This is an optimization exercise on Yosys and OpenROAD, whose aim is small area, not a production implementation. In this exercise RTL edits were held to simulation tests only and were not proved equivalent to the original. Power figures rest on the tool's default switching activity, not on a simulated workload.

--- flow/config.mk ---
export PLATFORM = sky130hd
export DESIGN_NAME = top
export DESIGN_NICKNAME = top
export VERILOG_FILES = /design/flow/design.v
export SDC_FILE = /design/flow/constraint.sdc
export NUM_CORES = 4
export LEC_CHECK = 0
export CAP_MARGIN = 20
export CORE_MARGIN = 2
export CORE_UTILIZATION = 40
export SLEW_MARGIN = 20
--- flow/constraint.sdc ---
create_clock -name core_clock -period 10.0 [get_ports {clk}]
set_input_delay 2.0000 -clock core_clock [delete_from_list [all_inputs] [get_ports {clk}]]
set_output_delay 2.0000 -clock core_clock [all_outputs]
set_load 0.01 [all_outputs]
--- flow/design.v ---
module clk_div_4 (
  input     wire clk,
  input     wire rst,
  output    wire clk_div_4,    
  output    wire rise_ce,      
  output    wire fall_ce       
);
  reg [1:0] div;
  always @(posedge clk) begin
    if (rst)
      div <= 2'd0;
    else
      div <= div + 2'd1;
  end
  assign clk_div_4 = div[1];
  assign rise_ce   = (div == 2'd1);
  assign fall_ce   = (div == 2'd3);
endmodule
module word_clk #(
  parameter DIVCLK = 256
) (
  input         clk,
  input         rst,
  input         mclk_rise,
  output reg    word_clk,
  output wire   word_rise
);
  localparam bit_width = $clog2(DIVCLK);
  reg [bit_width :0] word_count;
  assign word_rise = mclk_rise && (word_count == DIVCLK/2-1);
  always @(posedge clk) begin
    if (rst) begin
      word_count <= 0;
      word_clk   <= 1'b0;
    end else if (mclk_rise) begin
      word_count <= word_count + 16'b1;
      if (word_count == DIVCLK-1) begin
        word_count <= 16'b0;
        word_clk <= 1'b0;
      end else if (word_count == DIVCLK/2-1) begin
        word_clk <= 1'b1;
      end
    end
  end
endmodule
module data_adc (
  input     wire     clk,
  input     wire     mclk_rise,
  input     wire     data_in_i,
  input     wire     data_in_u,
  output    reg      mdat_i,
  output    reg      mdat_u
);
  always @(posedge clk) begin
    if (mclk_rise) begin
      mdat_i <= data_in_i;
      mdat_u <= data_in_u;
    end
  end
endmodule
module filter_sinc3 #(
  parameter WIDTH = 16,
  parameter REG_BIT_WIDTH = 37      
) (
  input                       clk,
  input                       rst,
  input                       mclk_fall,              
  input                       mdata1,                 
  input                       word_rise,              
  output reg [WIDTH - 1: 0]   DATA                    
);
   reg [REG_BIT_WIDTH - 1:0] ip_data1;
   reg [REG_BIT_WIDTH - 1:0] acc1;
   reg [REG_BIT_WIDTH - 1:0] acc2;
   reg [REG_BIT_WIDTH - 1:0] acc3;
   reg [REG_BIT_WIDTH - 1:0] acc3_d2;
   reg [REG_BIT_WIDTH - 1:0] diff1;
   reg [REG_BIT_WIDTH - 1:0] diff2;
   reg [REG_BIT_WIDTH - 1:0] diff3;
   reg [REG_BIT_WIDTH - 1:0] diff1_d;
   reg [REG_BIT_WIDTH - 1:0] diff2_d;
  always @(*) begin
    if (mdata1 == 0) begin
      ip_data1 = 37'd0;
    end else begin
      ip_data1 = 37'd1;
    end
  end
  always @(posedge clk) begin
    if (rst) begin
      acc1 <= 0;
      acc2 <= 0;
      acc3 <= 0;
    end else if (mclk_fall) begin
      acc1 <= acc1 + ip_data1;
      acc2 <= acc2 + acc1;
      acc3 <= acc3 + acc2;
    end
  end
  always @(posedge clk) begin
    if (rst) begin
      diff1   <= 0;
      diff2   <= 0;
      diff3   <= 0;
      acc3_d2 <= 0;
      diff1_d <= 0;
      diff2_d <= 0;
    end else if (word_rise) begin
      diff1   <= acc3 - acc3_d2;
      diff2   <= diff1 - diff1_d;
      diff3   <= diff2 - diff2_d;
      acc3_d2 <= acc3;
      diff1_d <= diff1;
      diff2_d <= diff2;
    end
  end
  always @(posedge clk) begin
    if (rst)
      DATA <= 0;
    else if (word_rise)
      DATA <= (diff3[24:8] == 17'h10000) ? 16'hFFFF : diff3[23:8];   
  end
endmodule
module uart_tx #(
  parameter DATA_BITS = 8,
  parameter STOP_BITS = 1,
  parameter FIRST_BIT = "lsb",
  parameter PARITY_TYPE = "none",
  parameter BAUDRATE = 115200,
  parameter CLK_FREQ = 75_000_000
) (
  input wire clk,
  input wire rst,
  output reg tx,
  output reg busy,
  input wire tx_valid,
  input wire [DATA_BITS - 1 : 0] tx_data
);
parameter IDLE_S       = 2'b01;
parameter TRANSMIT_S   = 2'b10;
localparam FULLBAUD = CLK_FREQ / BAUDRATE;
localparam SR_LEN = DATA_BITS +
                   ((PARITY_TYPE != "none") ? 1 : 0) +
                   STOP_BITS;
reg [2:0] state;
reg [SR_LEN-1:0] tx_shiftreg;
reg [31:0] clk_counter;
reg [31:0] baud_counter;
function [DATA_BITS - 1 : 0] reverse_slv;
  input [DATA_BITS - 1: 0] data;
  integer i;
  begin
    reverse_slv = 0;
    for (i = 0; i < DATA_BITS; i = i + 1)
      reverse_slv[i] = data[DATA_BITS - 1 - i];
  end
endfunction
always @(posedge clk) begin
  if (rst) begin
    state <= IDLE_S;
    tx <= 1'b1;
    busy <= 1'b0;
    clk_counter <= 0;
    baud_counter <= 0;
  end else begin
    case (state)
        IDLE_S: begin
          busy <= 1'b0;
          if (tx_valid == 1'b1) begin
            state <= TRANSMIT_S;
            tx <= 1'b0;
          if (FIRST_BIT == "msb") begin
            tx_shiftreg[SR_LEN-1 -: DATA_BITS] <= tx_data;
          end else begin  
            tx_shiftreg[SR_LEN-1 -: DATA_BITS] <= reverse_slv(tx_data);
          end
            tx_shiftreg[STOP_BITS-1:0] <= {STOP_BITS{1'b1}};
          end
          end
        TRANSMIT_S: begin
          clk_counter <= clk_counter + 1;
          busy <= 1'b1;
              if (clk_counter == FULLBAUD-1) begin
                tx <= tx_shiftreg[SR_LEN-1];
                tx_shiftreg <= {tx_shiftreg[SR_LEN-2:0], 1'b1};
                baud_counter <= baud_counter + 1;
                clk_counter <= 0;
              end
              if (baud_counter == SR_LEN && clk_counter == FULLBAUD-1) begin
                state <= IDLE_S;
                tx <= 1'b1;
                clk_counter <= 0;
                baud_counter <= 0;
              end
            end
            default: begin
                state <= IDLE_S;
                tx <= 1'b1;
                tx_shiftreg <= {SR_LEN{1'b1}};
                clk_counter <= 0;
                baud_counter <= 0;
            end
        endcase
    end
end
endmodule
module top #(
  parameter WIDTH = 16
  ) (
    input                 clk,               
    input                 rst,               
    input                 data_in_i,         
    input                 data_in_u,         
    output                mclkin,            
    output                word_clk,          
    output [WIDTH - 1 :0] data_i,            
    output [WIDTH - 1 :0] data_u,            
    output                data_tx            
);
  wire      mdat_i;
  wire      mdat_u;
  wire      mclk_rise;
  wire      mclk_fall;
  wire      word_rise;
  wire  [WIDTH - 1 :0]  FILTERED_DATA_I;
  wire  [WIDTH - 1 :0]  FILTERED_DATA_U;
  clk_div_4 gen_mclkin (
    .clk(clk),
    .rst(rst),
    .clk_div_4(mclkin),
    .rise_ce(mclk_rise),
    .fall_ce(mclk_fall)
  );
  word_clk gen_word_clk (
    .clk(clk),
    .rst(rst),
    .mclk_rise(mclk_rise),
    .word_clk(word_clk),
    .word_rise(word_rise)
  );
  data_adc SIGMA_DELTA_DATA (
    .clk(clk),
    .mclk_rise(mclk_rise),
    .data_in_i(data_in_i),
    .data_in_u(data_in_u),
    .mdat_i(mdat_i),
    .mdat_u(mdat_u)
  );
  filter_sinc3 data_filter_I (
    .clk(clk),
    .rst(rst),
    .mclk_fall(mclk_fall),
    .mdata1(mdat_i),
    .word_rise(word_rise),
    .DATA(FILTERED_DATA_I)
  );
  filter_sinc3 data_filter_U (
    .clk(clk),
    .rst(rst),
    .mclk_fall(mclk_fall),
    .mdata1(mdat_u),
    .word_rise(word_rise),
    .DATA(FILTERED_DATA_U)
  );
  assign data_i = FILTERED_DATA_I;
  assign data_u = FILTERED_DATA_U;
  uart_tx #(
    .DATA_BITS(8),
    .STOP_BITS(1),
    .FIRST_BIT("msb"),
    .BAUDRATE(115200),
    .CLK_FREQ(18_750_000)
  ) send_data (
    .clk(clk),
    .rst(rst),
    .tx(data_tx),
    .busy(),
    .tx_valid(word_clk),
    .tx_data(FILTERED_DATA_I[7:0])
  );
endmodule
--- flow/run.sh ---
#!/bin/bash
# synth_recipe.tcl (not shown) runs the flow's synth.tcl, then flattens the netlist and writes it again
# the make line also repeats each setting of config.mk as NAME=value (left out here)
make -C /OpenROAD-flow-scripts/flow DESIGN_CONFIG=/design/flow/config.mk WORK_HOME=/design/flow/orfs CLKGATE_MAP_FILE= SYNTH_SCRIPT=/design/flow/synth_recipe.tcl finish
==> flow_summary.ini, run 1 <==
[placement]
placedCellCount = 4726
gp_congestion = 0.848
dpl.hpwl_um = 42400
pre_cts_slack_ns = 5.45
portBuffers = 38

[pwr]
power.density_nw_per_um2 = 136
fin_total_pwr_mw = 4.63
leakage_nw = 13.5
ir_worst_vdd_v = 0.000131

[die]
pin_count = 39
die_area_um2 = 79300
rows = 101
core-area_um2 = 76100
die_w_um = 282
die_h_um = 282
initial_core_util = 0.405

[route]
drc = 0
ant_nets = 0
dr.pass1.iters = 5
avgRoutedWirePerCell_um = 13.0
via_per_inst = 5.02
wl_um = 62700
vias = 24300
drtIter0Drc = 1163

[logic_synthesis]
synth_edf_count = 10
yosysWarnings = 5
ys_types = 80
synth_area_leaders = dfxtp_1 (35%), ha_1 (10%), nand2_1 (7.6%), a21oi_1 (7.1%), xor2_1 (4.2%)
yosysTopAreaCell = dfxtp_1
syn-mean-instance-area_um2 = 8.12
async_reset_ff_frac = 0
yosysTopAreaCellShare = 0.354
syn_inst = 3797
ys_seq_elements = 555
ys.flop_type = dfxtp_1
syn_nets = 4060
yosysSeqAreaShare = 0.364
netlist_area_um2 = 30800

[grt]
antenna_found_initial = 1
grt-ovfl-total = 0
grt_pass1_wl_um = 107000
grtUsageTotal = 0.156
grt_pass1_vias = 22300
grt_max_degree = 208

[cts]
clockBufferDepth = 3
clkTransAtPathRegs_ns = 0.06
cts_root_buffer = clkbuf_16
cts-resized-gates = 0
cts_tree = built
holdBufCountCts = 0
htree_num_levels = 2
postCtsSetupBuffers = 0
clkLatencyLatePin_ns = 0.63
numCtsBuffers = 60
cts_sinks = 555

[sta]
hold_viol = 0
setup_violations = 0
slew-limit-headroom = 0.308
tns_ns = 0
tightest_slew_ns = 1.04
skew_ns = 0.0243
fin_ws_ns = 5.85
maxSlewViolCount = 0
fin_crit_sh = 0.415
min_period_ns = 4.15
max_freq_ghz = 0.241
rsz0062_at_grt = no

[worst_hold_path]
hold_path.class = reg2reg

[worst_setup_path]
crit_fanout = 89
cp_data_arrival_time_ns = 4.63
start_kind = flip-flop
worstPathRequired_ns = 10.48
crit_type = reg2reg
cp-end-kind = flip-flop

[flow_run]
cap_violations = 0

[layout]
layout_commonest_cell = nand2_1
diodes = 0
final_cell_mix = nand2_1 (625), dfxtp_1 (545), a21oi_1 (438)
fin_nets = 4022
largest_registers = send_data.baud_counter x32, send_data.clk_counter x32
areaGrowthSynthToFinish_pct = 10.8
drive_gt1_frac = 0.0481
final_cells = 4837

[run_status]
outcome = finished clean
## worst max-delay path: stages, from the launching register on
cell and delay, ns:
dfxtp_1 0.39, inv_1 0.07, ha_1 0.37, nand4_1 0.34, or4_4 0.72, buf_4 0.86, buf_4 0.77, nor2_1 0.11
a21oi_1 0.14, nor2_1 0.05
## power by group
part	leakage, nW	internal, mW	switching, mW
sequential	4.48	2.22	0.00506
combinational	8.03	0.0399	0.0799
clock	1.01	1.36	0.930
total	13.5	3.62	1.02
## per-layer routing
layer  part of all wire  GRT usage
met5            0.00018          0
met4              0.014     0.0303
met3              0.033     0.0263
met2               0.43      0.252
met1               0.53      0.220
## cell usage after synthesis (all sizes together), types with 5 or more instances
master / instances
o211ai: 9
a31o: 6
a211oi: 40
o31a: 5
dfxtp: 545
nand3b: 7
fa: 8
o22ai: 7
nand3: 78
nor4: 20
and2: 7
inv: 199
nor3: 30
xnor2: 137
o221a: 32
a221o: 7
nand2b: 33
clkbuf: 145
a21oi: 438
and3: 43
nand2: 627
a21o: 121
a41oi: 6
nor4b: 6
and4: 13
ha: 251
mux2i: 74
a21boi: 8
a31oi: 22
buf: 11
or2: 6
nand4: 43
o21ai: 157
nor2b: 34
o21a: 23
or3: 29
edfxtp: 10
nor2: 323
o21bai: 24
xor2: 149
o31ai: 9
## path summary, 6_finish.rpt
path	start	endpoint	slack, ns	depth (start not counted)
worst max-delay path	gen_mclkin.div[1]$_SDFF_PP0_	data_filter_U.diff2[18]$_SDFFE_PP0P_	5.85	9
worst min-delay path	data_filter_I.diff2_d[4]$_SDFFE_PP0P_	data_filter_I.diff2_d[4]$_SDFFE_PP0P_	0.45	2
worst max register to register	gen_mclkin.div[1]$_SDFF_PP0_	data_filter_U.diff2[18]$_SDFFE_PP0P_	5.85	9
worst min register to register	data_filter_I.diff2_d[4]$_SDFFE_PP0P_	data_filter_I.diff2_d[4]$_SDFFE_PP0P_	0.45	2
## cells by family (layout without fill, tap and decap cells)
| kind of cell | after synthesis | count (layout) | share of synthesized area |
|---|---|---|---|
| buffers and inverters | 355 | 365 | 0.0436 |
| multiplexers | 76 | 76 | 0.0248 |
| XOR/XNOR | 286 | 286 | 0.0812 |
| AO/OA/AOI/OAI | 957 | 957 | 0.192 |
| AND/OR/NAND/NOR | 1309 | 1309 | 0.188 |
| adder cells (fa/ha/maj) | 259 | 259 | 0.107 |
| flip-flops | 555 | 555 | 0.364 |
## per-stage QoR
step,area (um^2),util,hold slack (ns)
floorplan,30800,-,0.417
global placement,32100,0.422,0.438
detailed placement,32100,0.422,0.443
CTS,34100,0.449,0.451
global route,34200,0.449,0.461
finish,34200,0.449,0.448
## layout make-up
cell class                      instances  area, um^2
Clock buffer                           85        1730
Clock inverter                         25         314
Fill cell                            7540       41900
Inverter                              199         747
Multi-Input combinational cell       2887       18300
Sequential cell                       555       11200
Tap cell                             1030        1290
Timing Repair Buffer                   56         541
==> run 2: changes to the inputs <==
==> flow/design.v (replaced) <==
module clk_div_4 (
  input  wire       clk,
  input  wire       rst,
  output reg  [9:0] c
);
  always @(posedge clk) begin
    if (rst)
      c <= 10'd2;
    else
      c <= c + 10'd1;
  end
endmodule
module word_clk (
  input  wire        clk,
  input  wire        rst,
  input  wire        step,      
  input  wire [7:0]  p,         
  output reg  [15:0] w0,
  output wire [15:0] w1,
  output wire [15:0] w2
);
  always @(posedge clk) begin
    if (rst)
      w0 <= 16'd8515;                        
    else if (step)
      w0 <= (p == 8'd255) ? 16'd1 : w0 + {8'd0, p} + 16'd2;
  end
  assign w2 = w0 + 16'd32384 - {p, 8'd0};
  assign w1 = 16'd33152 + {p, 8'd0} - {w0[14:0], 1'b0};
endmodule
module data_adc (
  input     wire     clk,
  input     wire     mclk_rise,
  input     wire     data_in_i,
  input     wire     data_in_u,
  output    reg      mdat_i,
  output    reg      mdat_u
);
  always @(posedge clk) begin
    if (mclk_rise) begin
      mdat_i <= data_in_i;
      mdat_u <= data_in_u;
    end
  end
endmodule
module filter_sinc3 (
  input             clk,
  input             rst,
  input             acc_en,                 
  input             mdata1,                 
  input             word_rise,              
  input      [15:0] w0,
  input      [15:0] w1,
  input      [15:0] w2,
  output reg [15:0] DATA                    
);
  reg [21:0] a_new;
  reg [23:0] a_mid;
  reg [24:0] a_old;
  reg [15:0] q0, q1, q2;
  wire add = acc_en & mdata1;
  always @(posedge clk) begin
    if (rst) begin
      a_new <= 0;
      a_mid <= 0;
      a_old <= 0;
    end else if (word_rise) begin
      a_new <= 0;
      a_mid <= {2'b0, a_new};
      a_old <= {1'b0, a_mid};
    end else if (add) begin
      a_new <= a_new + w0;
      a_mid <= a_mid + w1;
      a_old <= a_old + w2;
    end
  end
  always @(posedge clk) begin
    if (rst) begin
      q0   <= 0;
      q1   <= 0;
      q2   <= 0;
      DATA <= 0;
    end else if (word_rise) begin
      DATA <= q0;
      q0   <= q1;
      q1   <= q2;
      q2   <= a_old[24] ? 16'hFFFF : a_old[23:8];
    end
  end
endmodule
module uart_tx (
  input  wire       clk,
  input  wire       rst,
  output wire       tx,
  input  wire       tx_valid,
  input  wire [7:0] tx_data
);
  reg [9:0] sr;
  reg [7:0] cnt;
  wire idle    = (sr == 10'd0);
  wire bit_end = (cnt == 8'd161);
  always @(posedge clk) begin
    if (rst) begin
      sr  <= 10'd0;
      cnt <= 8'd0;
    end else if (idle) begin
      if (tx_valid)
        sr <= {1'b0, tx_data, 1'b1};
    end else if (bit_end) begin
      sr  <= {sr[8:0], 1'b0};
      cnt <= 8'd0;
    end else begin
      cnt <= cnt + 8'd1;
    end
  end
  assign tx = idle | sr[9];
endmodule
module top #(
  parameter WIDTH = 16
  ) (
    input                 clk,               
    input                 rst,               
    input                 data_in_i,         
    input                 data_in_u,         
    output                mclkin,            
    output                word_clk,          
    output [WIDTH - 1 :0] data_i,            
    output [WIDTH - 1 :0] data_u,            
    output                data_tx            
);
  wire [9:0]  c;
  wire        mdat_i, mdat_u;
  wire [15:0] w0, w1, w2;
  clk_div_4 gen_timing (.clk(clk), .rst(rst), .c(c));
  assign mclkin   = ~c[1];
  assign word_clk = c[9];
  wire mclk_rise = (c[1:0] == 2'd3);           
  wire acc_en    = (c[1:0] == 2'd0);           
  wire w_step    = (c[1:0] == 2'd1);           
  wire word_rise = (c == 10'd511);             
  wire [7:0] p   = {~c[9], c[8:2]};            
  word_clk gen_weights (
    .clk(clk), .rst(rst), .step(w_step), .p(p), .w0(w0), .w1(w1), .w2(w2)
  );
  data_adc SIGMA_DELTA_DATA (
    .clk(clk),
    .mclk_rise(mclk_rise),
    .data_in_i(data_in_i),
    .data_in_u(data_in_u),
    .mdat_i(mdat_i),
    .mdat_u(mdat_u)
  );
  filter_sinc3 data_filter_I (
    .clk(clk), .rst(rst), .acc_en(acc_en), .mdata1(mdat_i), .word_rise(word_rise),
    .w0(w0), .w1(w1), .w2(w2), .DATA(data_i)
  );
  filter_sinc3 data_filter_U (
    .clk(clk), .rst(rst), .acc_en(acc_en), .mdata1(mdat_u), .word_rise(word_rise),
    .w0(w0), .w1(w1), .w2(w2), .DATA(data_u)
  );
  uart_tx send_data (
    .clk(clk),
    .rst(rst),
    .tx(data_tx),
    .tx_valid(word_clk),
    .tx_data(data_i[7:0])
  );
endmodule
==> run 2 against run 1 <==
Total power decreased by 30%. Global-route usage grew 4.6 points. Die area is 40% lower. Fmax shrank 18%. Critical endpoint is now data_filter_U.a_old[18]$_SDFFE_PP0P_. Worst hold slack worse by 0.00085 ns. Register-to-register slack got worse by 0.89 ns. Sequential power decreased by 41%. Synthesized cell count shrank 39%. Still clean on timing, DRC and antenna. Via count fell by 34%. Clock skew shrank 0.0059 ns. Wire length down 24%. Highest routed layer is now met4.
==> flow_summary.ini, run 2 <==
[run_status]
outcome = finished clean

[logic_synthesis]
syn-mean-instance-area_um2 = 7.88
yosysTopAreaCell = dfxtp_1
yosysSeqAreaShare = 0.349
ys_seq_elements = 316
ys.flop_type = dfxtp_1
syn_nets = 2478
synth_area_leaders = dfxtp_1 (35%), ha_1 (11%), nand2_1 (7.7%), a21oi_1 (6.7%), nor2_1 (5.2%)
async_reset_ff_frac = 0
ys_types = 77
netlist_area_um2 = 18200
synth.most_common_cell = nand2_1
synth_common_cells = nand2_1 (373), dfxtp_1 (314), nor2_1 (254)
yosysTopAreaCellShare = 0.345
yosysWarnings = 5
syn_inst = 2309
synth_edf_count = 2

[die]
die_area_um2 = 47200
rows = 78
die_h_um = 217
core-area_um2 = 45200
initial_core_util = 0.403
pin_count = 39
die_w_um = 217

[worst_setup_path]
start_kind = flip-flop
crit_fanout = 9
critPathMostFrequentCell = a21oi_1
cp-end-kind = flip-flop
crit_chain = inv_1, ha_1, o21bai_1, a21oi_1, o21bai_1, a21o_1, a21oi_1, o21ai_0, a21oi_1, xnor2_1, ha_1, a21oi_1, o21ai_0, a221o_1, o31ai_1, nor3_1, xnor2_1, a211oi_1
cpPeakStageDelay_ns = 0.63
reg2reg_depth = 18
path_buf_inv = 1
worstPathRequired_ns = 10.47
cp_data_arrival_time_ns = 5.51
cpLargestDelayFamily = compound AO/OA/AOI/OAI gates
crit_type = reg2reg
crit_slowest_cell = o31ai_1
crit_cells = 18

[layout]
final_cells = 2910
fin_nets = 2450
n_fill_cell = 4531
areaGrowthSynthToFinish_pct = 11.6
final_cell_mix = nand2_1 (371), dfxtp_1 (314), nor2_1 (253)
largest_registers = data_filter_I.a_old x25, data_filter_U.a_old x25
drive_gt1_frac = 0.0450
layout_commonest_cell = nand2_1
diodes = 0

[cts]
cts_sinks = 316
clkLatencyLatePin_ns = 0.56
holdBufCountCts = 0
clkTransAtPathRegs_ns = 0.06
clockBufferDepth = 3
cts-resized-gates = 0
cts_root_buffer = clkbuf_16
postCtsSetupBuffers = 0
numCtsBuffers = 38
htree_num_levels = 2
cts_tree = built

[pwr]
leakage_nw = 7.96
seqPwrFrac = 0.402
p_int_mw = 2.36
switching_share = 0.275
ir_worst_vdd_v = 0.000128
power.density_nw_per_um2 = 160
pwr-share-comb = 0.152
netSwitchingPower_mw = 0.897
clkPwrFrac = 0.446
fin_total_pwr_mw = 3.26

[sta]
hold_viol = 0
tns_ns = 0
min_period_ns = 5.04
skew_ns = 0.0184
fin_crit_sh = 0.504
tightest_slew_ns = 1.26
maxSlewViolCount = 0
max_freq_ghz = 0.198
setup_violations = 0
rsz0062_at_grt = no
slew-limit-headroom = 0.161

[grt]
grt_pass1_wl_um = 78200
grt-ovfl-total = 0
antenna_found_initial = 0
grtUsageTotal = 0.202
grt_pass1_vias = 15100
grt_max_degree = 235

[placement]
gp_congestion = 0.902
dpl.hpwl_um = 32300
portBuffers = 38
placedCellCount = 2841

[route]
drtIter0Drc = 1183
wl_um = 47800
drc = 0
vias = 16000
dr.pass1.iters = 5
via_per_inst = 5.49
ant_nets = 0
avgRoutedWirePerCell_um = 16.4

[worst_hold_path]
hold_depth = 2
hold_path.class = reg2reg

[flow_run]
cap_violations = 0
==> run 2: worst paths after layout <==
kind / startpoint / to / slack, ns
max: gen_weights.w0[1]$_SDFFE_PP1N_ / data_filter_U.a_old[18]$_SDFFE_PP0P_ / 4.96
min: data_filter_I.q1[14]$_SDFFE_PP0P_ / data_filter_I.q0[14]$_SDFFE_PP0P_ / 0.45
max reg2reg: gen_weights.w0[1]$_SDFFE_PP1N_ / data_filter_U.a_old[18]$_SDFFE_PP0P_ / 4.96
min reg2reg: data_filter_I.q1[14]$_SDFFE_PP0P_ / data_filter_I.q0[14]$_SDFFE_PP0P_ / 0.45
==> run 2: logic make-up after synthesis <==
logic type                 count (synthesis)  share of synthesized area
and+or+nand+nor                          915                      0.221
muxes                                      9                    0.00495
xor gates and xnor gates                 131                     0.0631
DFF                                      316                      0.349
buffers and inverters                    193                     0.0412
AOI/OAI and AO/OA                        580                      0.204
adders and majority gates                165                      0.116
==> run 2: area by class of cell <==
class | count | area [um^2] | area share
clock buffers | 55 | 1150 | 0.0565
clock inverters | 14 | 174 | 0.00856
inverters | 77 | 289 | 0.0142
multi-input cells | 1800 | 11100 | 0.548
flip-flops and latches | 316 | 6350 | 0.312
well taps | 600 | 751 | 0.0370
repair buffers | 48 | 484 | 0.0238
==> run 2: per-layer routing <==
layer	share of wire	track usage	vias up
met5	0	0	-
met4	0.031	0.0767	0
met3	0.039	0.0268	83
met2	0.45	0.332	327
met1	0.48	0.269	7492
li1	-	-	8069
==> run 2: per-stage QoR <==
step	cell area [um^2]	utilization	hold WS, ns	setup slack [ns]
after floorplan	18200	-	0.432	5.94
after global placement	19000	0.420	0.437	5.11
after detailed placement	19000	0.420	0.443	5.11
after CTS	20300	0.450	0.449	5.02
after global routing	20300	0.450	0.466	4.57
final	20300	0.450	0.447	4.96
==> run 2: power by group through the flow <==
stage / Clock, mW / Combinational [mW] / Sequential, mW
2_1_floorplan: 0 / 0.385 / 1.32
3_3_place_gp: 0 / 0.477 / 1.33
3_5_place_dp: 0 / 0.488 / 1.34
4_1_cts: 1.49 / 0.493 / 1.31
5_1_grt: 1.54 / 0.554 / 1.31
6_report: 1.45 / 0.497 / 1.31
==> run 2: worst reg2reg max path, cell delays in order, from the launching register on <==
cell	delay (ns)
dfxtp_1	0.53
inv_1	0.30
ha_1	0.40
o21bai_1	0.07
a21oi_1	0.23
o21bai_1	0.09
a21o_1	0.22
a21oi_1	0.31
o21ai_0	0.21
a21oi_1	0.21
xnor2_1	0.21
ha_1	0.36
a21oi_1	0.15
o21ai_0	0.12
a221o_1	0.37
o31ai_1	0.63
nor3_1	0.15
xnor2_1	0.17
a211oi_1	0.22

-- re-timing with driven ports --
No port has a modelled driver above. Below, the same layouts with a new extraction and two added sets of constraints.
Step 1 assumes that a clkbuf_16 drives the clock port and a buf_2 every other input.
Step 2, shift: input delay + t, output delay - t, t = (earliest + latest rising clock arrival at the registers) / 2. This alone moves slack from input paths to output paths.
Three values: ideal, step 1, step 2; two values: the first two.
run | t, ns | setup slack, ns | hold slack, ns | worst data-port slew with drivers (ns) | cell pins on the clock port's net
run 1 | 0.684 | 5.849 / 5.849 / 5.373 | 0.448 / 0.448 / 0.448 | 0.10 | 1
run 2 | 0.611 | 4.957 / 4.957 / 4.957 | 0.447 / 0.447 / 0.447 | 0.03 | 1
After both steps setup and hold are still met in every run listed. For run 1, which loses most, drivers alone change the setup slack by 0.000 ns; drivers and shift together by -0.476 ns.
